From an optimization exercise on the open Yosys and OpenROAD flow, aimed at a short achievable clock period and few clock cycles; shortcuts taken in it are not production practice.
Function was checked by simulation only, so behaviour that the tests miss may differ from the original.
Power is estimated from default activity; no workload was simulated.

==> flow/design.v <==
module multiplier3 (
    input           clk,
    input           rst,
    input [15:0]    instr,
    input [15:0]    A,
    input [15:0]    B,
    output [15:0]   product,
    output [1:0]    mul_status,
    output [15:0]   ex_instr_out
);
    reg [15:0]      m2_instr;
    reg [20:0]      m2_pp [3:0];
    reg [15:0]      ex_instr;
    reg [31:0]      ex_sum;
    assign mul_status[1] = (m2_instr != 16'd0);
    assign mul_status[0] = (ex_instr != 16'd0);
    assign ex_instr_out = ex_instr;
    assign product = (ex_sum > 16'hffff ? 16'hffff : ex_sum[15:0]);
    always @(posedge clk) begin
        if (rst == 1'b1) begin
            m2_instr <= 16'd0;
            ex_instr <= 16'd0;
        end else begin
            m2_instr <= instr;
            ex_instr <= m2_instr;
        end
        m2_pp[3] <= (((A & {16{B[15]}}) << 3) 
                    + ((A & {16{B[14]}}) << 2)
                    + ((A & {16{B[13]}}) << 1)
                    + ((A & {16{B[12]}})));
        m2_pp[2] <= (((A & {16{B[11]}}) << 3) 
                    + ((A & {16{B[10]}}) << 2)
                    + ((A & {16{B[9]}}) << 1)
                    + ((A & {16{B[8]}})));
        m2_pp[1] <= (((A & {16{B[7]}}) << 3) 
                    + ((A & {16{B[6]}}) << 2)
                    + ((A & {16{B[5]}}) << 1)
                    + ((A & {16{B[4]}})));
        m2_pp[0] <= (((A & {16{B[3]}}) << 3) 
                    + ((A & {16{B[2]}}) << 2)
                    + ((A & {16{B[1]}}) << 1)
                    + ((A & {16{B[0]}})));
        ex_sum <= (m2_pp[3] << 12) + (m2_pp[2] << 8)
                   + (m2_pp[1] << 4) + m2_pp[0];
    end
endmodule
module alu (
    input           clk,
    input           rst,
    input [15:0]    rs1_data,
    input [15:0]    rs2_data,
    input [15:0]    instr,
    input [15:0]    pc,
    output reg [15:0]   out,
    output [1:0]    alu_status,
    output [15:0]   ex_instr_out,
    output reg      br_taken,
    output reg [15:0]   br_target
);
    reg [15:0] alu_instr;
    wire [15:0] mul_instr;
    reg [15:0] A;
    reg [15:0] B;
    reg [3:0] opcode;
    reg sel;
    wire [15:0] mul_out;
    wire [1:0] mul_status;
    multiplier3 mul(
        .clk (clk),
        .rst (rst),
        .instr (mul_instr),
        .A (rs1_data),
        .B (rs2_data),
        .product (mul_out),
        .mul_status (mul_status),
        .ex_instr_out (ex_instr_out)
    );
    assign alu_status = mul_status;
    assign mul_instr = (instr[15:12] == 4'h5 ? instr : 4'd0);
    always @(*) begin
        sel = (alu_status != 2'b00 || instr[15:12] == 4'h5);
        alu_instr = instr;
        A = rs1_data;
        B = rs2_data;
        if (sel == 1'b1)  begin
            alu_instr = ex_instr_out;
        end
        opcode = alu_instr[15:12];
        if (opcode > 4'h5) begin
            B = alu_instr[7:4];
        end
        br_taken = 1'b0;
        br_target = 16'd0;
        out = 16'd0;
        if (opcode == 4'h0 || opcode == 4'h6 || opcode == 4'hb || opcode == 4'hc) begin
            out = A + B;
        end else if (opcode == 4'h1) begin
            out = A - B;
        end else if (opcode == 4'h2 || opcode == 4'h7) begin
            out = A & B;
        end else if (opcode == 4'h3 || opcode == 4'h8) begin
            out = A | B;
        end else if (opcode == 4'h4) begin
            out = A ^ B;
        end else if (opcode == 4'h9) begin
            out = A << B;
        end else if (opcode == 4'ha) begin
            out = A >> B;
        end else if (opcode == 4'h5) begin
            out = mul_out;
        end else if (opcode == 4'hd) begin
            out = 16'd0;
            if (rs1_data != rs2_data)
                br_taken = 1'b1;
            br_target = pc + {{12{instr[7]}}, instr[7:4]};
        end else if (opcode == 4'he) begin
            out = pc + 16'd1;
            br_taken = 1'b1;
            br_target = pc + {{8{instr[11]}}, instr[11:4]};
        end else if (opcode == 4'hf) begin
            out = pc + 16'd1;
            br_taken = 1'b1;
            br_target = A + {{12{instr[7]}}, instr[7:4]};
        end
    end
endmodule
module register_file(
    input clk,
    input rst,
    input [3:0]    rd_1,
    input [3:0]    rd_2,
    input [3:0]    wr,
    input [15:0]    wr_data,
    input           wr_en,
    output reg [15:0] rd_1_data,
    output reg [15:0] rd_2_data
);
    reg [15:0] gpr [15:0];
    integer i;
    always @(posedge clk) begin
        if (rst == 1'b1) begin
            rd_1_data <= 16'd0;
            rd_2_data <= 16'd0;
            for (i = 0; i < 16; i = i + 1) begin
                gpr[i] <= 16'd0;
            end
        end else begin
            rd_1_data <= gpr[rd_1];
            rd_2_data <= gpr[rd_2];
            if (wr_en == 1'b1 && wr != 4'd0) begin
                gpr[wr] <= wr_data;
            end
            gpr[4'd0] <= 16'd0;
        end
    end
endmodule
module hazard_control(
    input [15:0]   id_instr,
    input [3:0]    ex_rd,
    input [3:0]    mem_rd,
    input [3:0]    wb_rd,
    input [1:0]    alu_status,
    input [3:0]    m1_opcode,    
    input          fwd_r1_en,
    input          fwd_r2_en,
    output reg if_id_stall,
    output reg id_ex_stall
);
    wire [3:0] id_rs1;
    wire [3:0] id_rs2;
    assign id_rs1 = (id_instr[15:12] != 4'he ? id_instr[11:8] : 4'd0);
    assign id_rs2 = (id_instr[15:12] < 4'h6 ? id_instr[7:4] : (id_instr[15:13] == 3'b110 ? id_instr[3:0] : 4'd0));
    assign rs1_hazard = (id_rs1 != 4'd0 && (id_rs1 == ex_rd || id_rs1 == mem_rd || id_rs1 == wb_rd));
    assign rs2_hazard = (id_rs2 != 4'd0 && (id_rs2 == ex_rd || id_rs2 == mem_rd || id_rs2 == wb_rd));
    always @(*) begin
        if_id_stall = 1'b0;
        id_ex_stall = 1'b0;
        if (alu_status > 2'b01 || m1_opcode == 4'h5) begin
            if_id_stall = 1'b1;
            id_ex_stall = 1'b1;
        end else if ((rs1_hazard && fwd_r1_en == 1'b0) || (rs2_hazard && fwd_r2_en == 1'b0)) begin
            if_id_stall = 1'b1;
            id_ex_stall = 1'b1;
        end
        if (id_instr[15:12] == 4'hd || id_instr[15:12] == 4'he ||id_instr[15:12] == 4'hf) begin
            if_id_stall = 1'b1;
        end
    end
endmodule
module forward_control(
    input [15:0]   id_instr,
    input [15:0]   ex_instr,
    input [15:0]   mem_instr,
    input [3:0]   wb_dest,
    input          wb_en,
    input [15:0]   ex_data,
    input [15:0]   mem_data,
    input [15:0]   wb_data,
    output reg [15:0]   fwd_r1_data,
    output reg          fwd_r1_en,
    output reg [15:0]   fwd_r2_data,
    output reg          fwd_r2_en
);
    wire [3:0] id_rs1;
    wire [3:0] id_rs2;
    assign id_rs1 = (id_instr[15:12] != 4'he ? id_instr[11:8] : 4'd0);
    assign id_rs2 = (id_instr[15:12] < 4'h6 ? id_instr[7:4] : (id_instr[15:13] == 3'b110 ? id_instr[3:0] : 4'd0));
    wire [3:0] ex_dest;
    wire       ex_rdy;
    wire [3:0] mem_dest;
    wire       mem_rdy;
    assign ex_dest = (ex_instr[15:13] != 3'b110 ? ex_instr[3:0] : 4'd0);
    assign ex_rdy = (ex_instr[15:12] != 4'hb);
    assign mem_dest = (mem_instr[15:13] != 3'b110 ? mem_instr[3:0] : 4'd0);
    assign mem_rdy = (mem_instr[15:12] != 4'hb);
    always @(*) begin
        fwd_r1_en = 1'b0;
        fwd_r1_data = 4'd0;
        if (id_rs1 != 4'd0) begin
            if (id_rs1 == wb_dest && wb_en == 1'b1 && id_rs1 != mem_dest && id_rs1 != ex_dest) begin
                fwd_r1_data = wb_data;
                fwd_r1_en = 1'b1;
            end else if (id_rs1 == mem_dest && mem_rdy == 1'b1 && id_rs1 != ex_dest) begin
                fwd_r1_data = mem_data;
                fwd_r1_en = 1'b1;
            end else if (id_rs1 == ex_dest && ex_rdy == 1'b1) begin
                fwd_r1_data = ex_data;
                fwd_r1_en = 1'b1;
            end
        end
        fwd_r2_en = 1'b0;
        fwd_r2_data = 4'd0;
        if (id_rs2 != 4'd0) begin
            if (id_rs2 == wb_dest && wb_en == 1'b1 && id_rs2 != mem_dest && id_rs2 != ex_dest) begin
                fwd_r2_data = wb_data;
                fwd_r2_en = 1'b1;
            end else if (id_rs2 == mem_dest && mem_rdy == 1'b1 && id_rs2 != ex_dest) begin
                fwd_r2_data = mem_data;
                fwd_r2_en = 1'b1;
            end else if (id_rs2 == ex_dest && ex_rdy == 1'b1) begin
                fwd_r2_data = ex_data;
                fwd_r2_en = 1'b1;
            end
        end
    end
endmodule
module i_cache (
    input clk,
    input rst,
    input [15:0] rd_dest,
    input rd_en,
    input nop,
    input [15:0] imem_rdata,
    output reg [15:0] rd_out,
    output reg [15:0] pc_out
);
    always @(posedge clk) begin
        if (rst == 1'b1) begin
            rd_out <= 16'd0;
            pc_out <= 16'hffff;
        end else begin
            if (rd_en == 1'b1) begin
                rd_out <= imem_rdata;
                pc_out <= rd_dest;
            end
            if (nop == 1'b1) begin
                rd_out <= 16'd0;
            end
        end
    end
endmodule
module d_cache (
    input clk,
    input rst,
    input           rd_en,
    input [15:0]    dmem_rdata,
    output reg [15:0] rd_out
);
    always @(posedge clk) begin
        if (rst == 1'b1) begin
            rd_out <= 16'd0;
        end else if (rd_en == 1'b1) begin
            rd_out <= dmem_rdata;
        end
    end
endmodule
module manta_style (
    input clk,
    input rst,
    output [15:0] imem_addr,
    input  [15:0] imem_rdata,
    output [15:0] dmem_addr,
    output        dmem_we,
    output [15:0] dmem_wdata,
    input  [15:0] dmem_rdata
);
    reg [15:0] pc;
    reg [15:0] id_instr;
    reg [15:0] id_pc;
    reg [3:0] id_rs1;
    reg [3:0] id_rs2;
    reg [3:0] id_wr;
    reg [15:0] id_wr_data;
    reg        id_wr_en;
    reg [15:0] ex_instr;
    reg [15:0] ex_pc;
    reg [15:0] ex_fwd_r1_data;
    reg        ex_fwd_r1_en;
    reg [15:0] ex_fwd_r2_data;
    reg        ex_fwd_r2_en;
    reg [15:0] ex_rs1_data;
    reg [15:0] ex_rs2_data;
    reg [15:0] ex_alu_out;
    reg [1:0]  alu_status;
    reg [15:0] alu_ex_instr;
    reg        br_taken;
    reg [15:0] br_target;
    reg [15:0] mem_instr;
    reg [15:0] mem_pc;
    reg [15:0] mem_rd_dest;
    reg        mem_rd_en;
    reg [15:0] mem_wr_dest;
    reg [15:0] mem_wr_data;
    reg        mem_wr_en;
    reg  [15:0] mem_alu_out;
    reg [15:0] mem_r2_data;
    reg [15:0] wb_instr;
    reg [15:0] wb_pc;
    reg [15:0] wb_mem_out;
    reg [15:0] wb_alu_out;
    reg [3:0]    hc_ex_rd;
    reg [3:0]    hc_mem_rd;
    reg [3:0]    hc_wb_rd;
    reg [3:0]    hc_m1_opcode;
    reg        if_id_stall;
    reg        id_ex_stall;
    wire        if_id_stall_wire;
    wire        id_ex_stall_wire;
    wire [15:0] id_instr_wire;
    wire [15:0] id_pc_wire;
    wire [15:0] ex_rs1_data_wire;
    wire [15:0] ex_rs2_data_wire;
    wire [15:0] ex_alu_out_wire;
    wire [1:0] alu_status_wire;
    wire [15:0] alu_ex_instr_wire;
    wire        br_taken_wire;
    wire [15:0] br_target_wire;
    wire [15:0] wb_mem_out_wire;
    wire [15:0] fwd_r1_data_wire;
    wire        fwd_r1_en_wire;
    wire [15:0] fwd_r2_data_wire;
    wire        fwd_r2_en_wire;
    hazard_control hc(
        .id_instr (id_instr),
        .ex_rd (hc_ex_rd),
        .mem_rd (hc_mem_rd),
        .wb_rd (hc_wb_rd),
        .alu_status (alu_status),
        .m1_opcode (ex_instr[15:12]),        
        .fwd_r1_en (fwd_r1_en_wire),
        .fwd_r2_en (fwd_r2_en_wire),
        .if_id_stall (if_id_stall_wire),
        .id_ex_stall (id_ex_stall_wire)
    );
    forward_control fc(
        .id_instr (id_instr),
        .ex_instr ((alu_status == 2'b00 && ex_instr[15:12] != 4'h5) ? ex_instr : alu_ex_instr),
        .mem_instr (mem_instr),
        .wb_dest (id_wr),
        .wb_en (id_wr_en),
        .ex_data (ex_alu_out_wire),
        .mem_data (mem_alu_out),
        .wb_data (id_wr_data),
        .fwd_r1_data (fwd_r1_data_wire),
        .fwd_r1_en (fwd_r1_en_wire),
        .fwd_r2_data (fwd_r2_data_wire),
        .fwd_r2_en (fwd_r2_en_wire)
    );
    i_cache icache(
        .clk (clk),
        .rst (rst),
        .rd_dest (pc),
        .rd_en (~if_id_stall),
        .nop (if_id_stall == 1'b1 && id_ex_stall == 1'b0),
        .imem_rdata (imem_rdata),
        .rd_out (id_instr_wire),
        .pc_out (id_pc_wire)
    );
    register_file rf(
        .clk (clk),
        .rst (rst),
        .rd_1 (id_rs1),
        .rd_2 (id_rs2),
        .wr (id_wr),
        .wr_data (id_wr_data),
        .wr_en (id_wr_en),
        .rd_1_data (ex_rs1_data_wire),
        .rd_2_data (ex_rs2_data_wire)
    );
    alu alu(
        .clk (clk),
        .rst (rst),
        .rs1_data (ex_rs1_data),
        .rs2_data (ex_rs2_data),
        .instr (ex_instr),
        .pc (ex_pc),
        .out (ex_alu_out_wire),
        .alu_status (alu_status_wire),
        .ex_instr_out (alu_ex_instr_wire),
        .br_taken (br_taken_wire),
        .br_target (br_target_wire)
    );
    d_cache dcache(
        .clk (clk),
        .rst (rst),
        .rd_en (mem_rd_en),
        .dmem_rdata (dmem_rdata),
        .rd_out (wb_mem_out_wire)
    );
    assign imem_addr = pc;
    assign dmem_addr = mem_rd_dest;
    assign dmem_we = mem_wr_en;
    assign dmem_wdata = mem_wr_data;
    always @(*) begin
        if_id_stall = if_id_stall_wire;
        id_ex_stall = id_ex_stall_wire;
        id_instr = id_instr_wire;
        id_pc = id_pc_wire;
        ex_rs1_data = ex_rs1_data_wire;
        ex_rs2_data = ex_rs2_data_wire;
        ex_alu_out = ex_alu_out_wire;
        alu_status = alu_status_wire;
        alu_ex_instr = alu_ex_instr_wire;
        br_taken = br_taken_wire;
        br_target = br_target_wire;
        if (if_id_stall != 1'b1) begin
            pc = id_pc + 1;
            if (br_taken == 1'b1) begin
                pc = br_target;
            end
        end else begin
            pc = id_pc;
        end
        id_rs1 = id_instr[11:8];
        id_rs2 = (id_instr[15:12] < 4'h6 ? id_instr[7:4] : (id_instr[15:13] == 3'b110 ? id_instr[3:0] : 4'd0));
        id_wr = wb_instr[3:0];
        id_wr_data = (wb_instr[15:12] != 4'hb ? wb_alu_out : wb_mem_out_wire);
        id_wr_en = (wb_instr[15:12] != 4'hc && wb_instr[15:12] != 4'hd ? 1'b1 : 1'b0);
        if (ex_fwd_r1_en == 1'b1) begin
            ex_rs1_data = ex_fwd_r1_data;
        end
        if (ex_fwd_r2_en == 1'b1) begin
            ex_rs2_data = ex_fwd_r2_data;
        end
        mem_rd_dest = mem_alu_out;
        mem_wr_dest = mem_alu_out;
        mem_wr_data = mem_r2_data;
        mem_rd_en = 1'b0;
        mem_wr_en = 1'b0;
        if (mem_instr[15:12] == 4'hb) begin
            mem_rd_en = 1'b1;
        end else if (mem_instr[15:12] == 4'hc) begin
            mem_wr_en = 1'b1;
        end
        hc_mem_rd = (mem_instr[15:13] != 3'b110 ? mem_instr[3:0] : 4'd0);
        hc_wb_rd = (wb_instr[15:13] != 3'b110 ? wb_instr[3:0] : 4'd0);
        hc_ex_rd = (alu_ex_instr[15:13] != 3'b110 ? alu_ex_instr[3:0] : 4'd0);
        if (alu_status == 2'b00 && ex_instr[15:12] != 4'h5) begin
            hc_ex_rd = (ex_instr[15:13] != 3'b110 ? ex_instr[3:0] : 4'd0);
        end
    end
    always @(posedge clk) begin
        if (rst == 1'b1) begin
            ex_pc <= 16'd0;
            ex_instr <= 16'd0;
            ex_fwd_r1_data <= 16'd0;
            ex_fwd_r1_en <= 1'b0;
            ex_fwd_r2_data <= 16'd0;
            ex_fwd_r2_en <= 1'b0;
            mem_instr <= 16'd0;
            mem_alu_out <= 16'd0;
            mem_r2_data <= 16'd0;
            wb_instr <= 16'd0;
            wb_alu_out <= 16'd0;
        end else begin
            ex_pc <= id_pc_wire;
            if (id_ex_stall != 1'b1) begin
                ex_instr <= id_instr;
            end else begin
                ex_instr <= 4'h0;
            end
            ex_fwd_r1_data <= fwd_r1_data_wire;
            ex_fwd_r1_en <= fwd_r1_en_wire;
            ex_fwd_r2_data <= fwd_r2_data_wire;
            ex_fwd_r2_en <= fwd_r2_en_wire;
            if (alu_status == 2'b00 && ex_instr[15:12] != 4'h5) begin
                mem_instr <= ex_instr;
            end else begin
                mem_instr <= alu_ex_instr;
            end
            mem_alu_out <= ex_alu_out;
            mem_r2_data <= ex_rs2_data;
            wb_instr <= mem_instr;
            wb_alu_out <= mem_alu_out;
        end
    end
endmodule
==> flow/run.sh <==
#!/bin/bash
# synth_recipe.tcl (not shown) runs the flow's synth.tcl, then flattens the netlist and writes it again
# the make line also repeats each setting of config.mk as NAME=value (left out here)
make -C /OpenROAD-flow-scripts/flow DESIGN_CONFIG=/design/flow/config.mk WORK_HOME=/design/flow/orfs CLKGATE_MAP_FILE= SYNTH_SCRIPT=/design/flow/synth_recipe.tcl finish
==> flow/config.mk <==
export PLATFORM = sky130hd
export DESIGN_NAME = manta_style
export DESIGN_NICKNAME = manta_style
export VERILOG_FILES = /design/flow/design.v
export SDC_FILE = /design/flow/constraint.sdc
export NUM_CORES = 4
export LEC_CHECK = 0
export CAP_MARGIN = 20
export CORE_MARGIN = 2
export CORE_UTILIZATION = 40
export PLACE_DENSITY = 0.6
export SLEW_MARGIN = 20
==> flow/constraint.sdc <==
create_clock -name core_clock -period 8.5 [get_ports {clk}]
set_input_delay 1.7000 -clock core_clock [delete_from_list [all_inputs] [get_ports {clk}]]
set_output_delay 1.7000 -clock core_clock [all_outputs]
set_load 0.01 [all_outputs]
==> impl_metrics.ini <==
[critical_path]
path_buf_inv = 1
slowest_stage = and4_1
cp_slowest_stage_delay_ns = 0.71
cp_max_fo = 27
critical_path_class = flip-flop to primary output
critPathCaptureType = primary output
required_ns = 6.80
arrival_ns = 6.06
cp_top_family = simple AND/OR/NAND/NOR gates
worstPathCellList = nor4_1 -> and4_1 -> a41o_1 -> nand3_1 -> o31ai_1 -> mux2_2 -> o21ai_0 -> nand4_2 -> a2111oi_0 -> or2_2 -> clkdlybuf4s50_1
crit_path_start_kind = flip-flop

[placement]
gp_congestion = 0.9893
portBuffers = 82
dp_hpwl_um = 99710

[global_routing]
grt_overflow = 0
grt_usage = 0.2735
grt_antenna_before_repair = 4
grt_pass1_wl_um = 212600
grt_max_degree = 80
grt_pass1_vias = 33600

[sta]
rsz0062_at_grt = no
clock_skew_ns = 0.05676
finalCriticalPeriod_ns = 7.755
relSlewSlack = 0.2052
setup_viol = 0
tns_ns = 0
worstMarginPinSlew_ns = 1.183
post-route-period-util = 0.9124
slew_viol_final = 0
max_freq_mhz = 128.9
final_hold_viol_count = 0

[logic_synthesis]
synth_cells = 4451
async_flop_share = 0
synth.distinct_cells = 94
synth.cell_area_mm2 = 0.03998
synth-edff-count = 240
synth_top_flop_cell = dfxtp_1
ys_warn_count = 11
avgSynthCellArea_um2 = 8.982
ys_seq_area_frac = 0.3671
ys_ff_latch = 613

[drt]
wl_per_cell_um = 24.31
via_per_inst = 5.935
drt-initial-drc-count = 3881
antenna_left = 0
totalWireLength_um = 141700
drt_pass1_iterations = 6
vias = 34589
drc = 0

[min_path]
hp-class = flip-flop to flip-flop

[floorplan]
fp.dieW_um = 320.1
initial_utilization = 0.4050
die_area_mm2 = 0.1025
die_y_um = 320.1
ios = 83
fp-row-count = 115
coreArea_mm2 = 0.09871

[finish]
synthToLayoutAreaGrowth_pct = 12.31
n_fill_cell = 9565
final_common_cell = nand2_1
num_antenna_cells = 0
final_cell_mix = 651 x nand2_1, 584 x nor2_1, 370 x dfxtp_1
fin_nets = 4909
drive_gt1_frac = 0.08544

[run_status]
status = timing/DRC/antenna clean

[clocking]
clock_latency_ns = 0.68
root_buffer = clkbuf_16
cts_max_level = 3
cts_tree = built
cts.sinks = 613
cts_resized = 0
hold_buffers = 0
cts_setup_buffers = 0
path_clk_slew_ns = 0.06
cts_buffer_depth = 3
numCtsBuffers = 70

[power]
p_total_uw = 8945
p_leak_uw = 0.01829
powerDensity_mw_per_mm2 = 199.2
ir_drop_mv = 0.1552

[job]
cap_violations = 0
cells by family after synthesis:
group / Yosys count / synth area share
compound gates: 838 / 0.1413
xor+xnor: 137 / 0.03001
fa+ha+maj: 390 / 0.1497
buf+inv: 514 / 0.04961
flops: 613 / 0.3671
mux: 135 / 0.05893
other cells: 1 / 0.00009380
simple gates: 1823 / 0.2033
routing by layer:
layer  routed length, µm  global-route usage  vias up  part of all wire
met1               59100              0.3617    16864              0.42
met5                  23                   0        -           0.00016
li1                    -                   -    15761                 -
met4                6484              0.1211        4             0.046
met2               64190              0.4383     1586              0.45
met3               11870             0.04881      374             0.084
state kept, by name, indices dropped and copies added (netlist names), 16 cells and up:
signal and cells:
alu.mul.ex_instr 16, alu.mul.m2_instr 16, rf.rd_2_data 16, ex_instr 16, ex_pc 16, icache.rd_out 16, wb_alu_out 16, alu.mul.ex_sum 32
mem_alu_out 16, dcache.rd_out 16, alu.mul.m2_pp 83, rf.gpr 256, icache.pc_out 16, ex_fwd_r1_data 16, mem_r2_data 16, rf.rd_1_data 16
ex_fwd_r2_data 16
stage by stage:
stage,std cells,setup WS [ns],hold WS [ns],cell area (µm²),util
after floorplan,4468,1.808,0.3096,40040,-
after global placement,5700,1.630,0.3170,42460,0.4302
after detailed placement,5700,1.516,0.3121,42470,0.4302
after CTS,5828,0.7862,0.3267,44890,0.4548
after global routing,5828,0.2291,0.3453,44900,0.4549
final,5828,0.7450,0.3283,44900,0.4549
worst paths after layout:
check / from / end / slack, ns / depth (start not counted)
min: alu.mul.m2_pp[0][0] / alu.mul.ex_sum[0] / 0.33 / 0
min reg2reg: alu.mul.m2_pp[0][0] / alu.mul.ex_sum[0] / 0.33 / 0
max: alu.mul.ex_instr[1] / imem_addr[13] / 0.74 / 11
max reg2reg: ex_fwd_r2_en / alu.mul.m2_pp[1][19] / 2.01 / 21
cell type report:
cell class                 instances  area [µm²]  area share
sequential                       613       14680      0.3270
clock buffer                      95        2023     0.04506
inverter                         253       949.7     0.02115
multi-input combinational       3341       23480      0.5229
tap                             1287        1610     0.03587
timing repair buffer             206        1753     0.03904
clock inverter                    33       402.9    0.008973
power by group:
group          switching (µW)  internal (µW)  leakage (µW)
combinational            1430            832        0.0116
sequential                179           3300       0.00554
clock                    1330           1870       0.00119
total                    2940           6000        0.0183
cells in the mapped netlist, drive strengths merged (52+ instances only):
cell type    n  area, µm²
a21oi      214       1071
a311oi      52      461.7
and3        76      480.5
clkbuf     215      808.3
dfxtp      373       7467
edfxtp     240       7207
fa         147       2943
ha         243       3040
inv        246      923.4
mux2i       52      520.5
mux4        80       1802
nand2      652       2447
nand3      175      875.8
nor2       585       2198
nor2b       73      456.7
nor3        85      435.4
o21ai      150      750.7
xnor2      104      910.9
Testbench counts, summed over its fixed seeds: cycles 699,543.

==> afterwards: timing with drivers on the ports <==
In the flow no input, the clock included, has a driving cell. The finished layout below was timed again as built, in two steps. Step 1 sets driving cells, clkbuf_16 on the clock port and buf_2 on the other inputs (assumed; they add their load-dependent delay and slew). Step 2, shift: input delay + t, output delay - t, t = (earliest + latest rising clock arrival at the registers) / 2. This alone moves slack from input paths to output paths. a / b / c = ideal / step 1 / step 2; a / b = the first two.
t (ns): 0.720
setup WS [ns]: 0.745 / 0.674 / 1.394
hold slack, ns: 0.328 / 0.328 / 0.328
After both steps this run still meets setup and hold. The setup slack of this run moves by -0.071 ns with the drivers and by +0.649 ns with both steps.
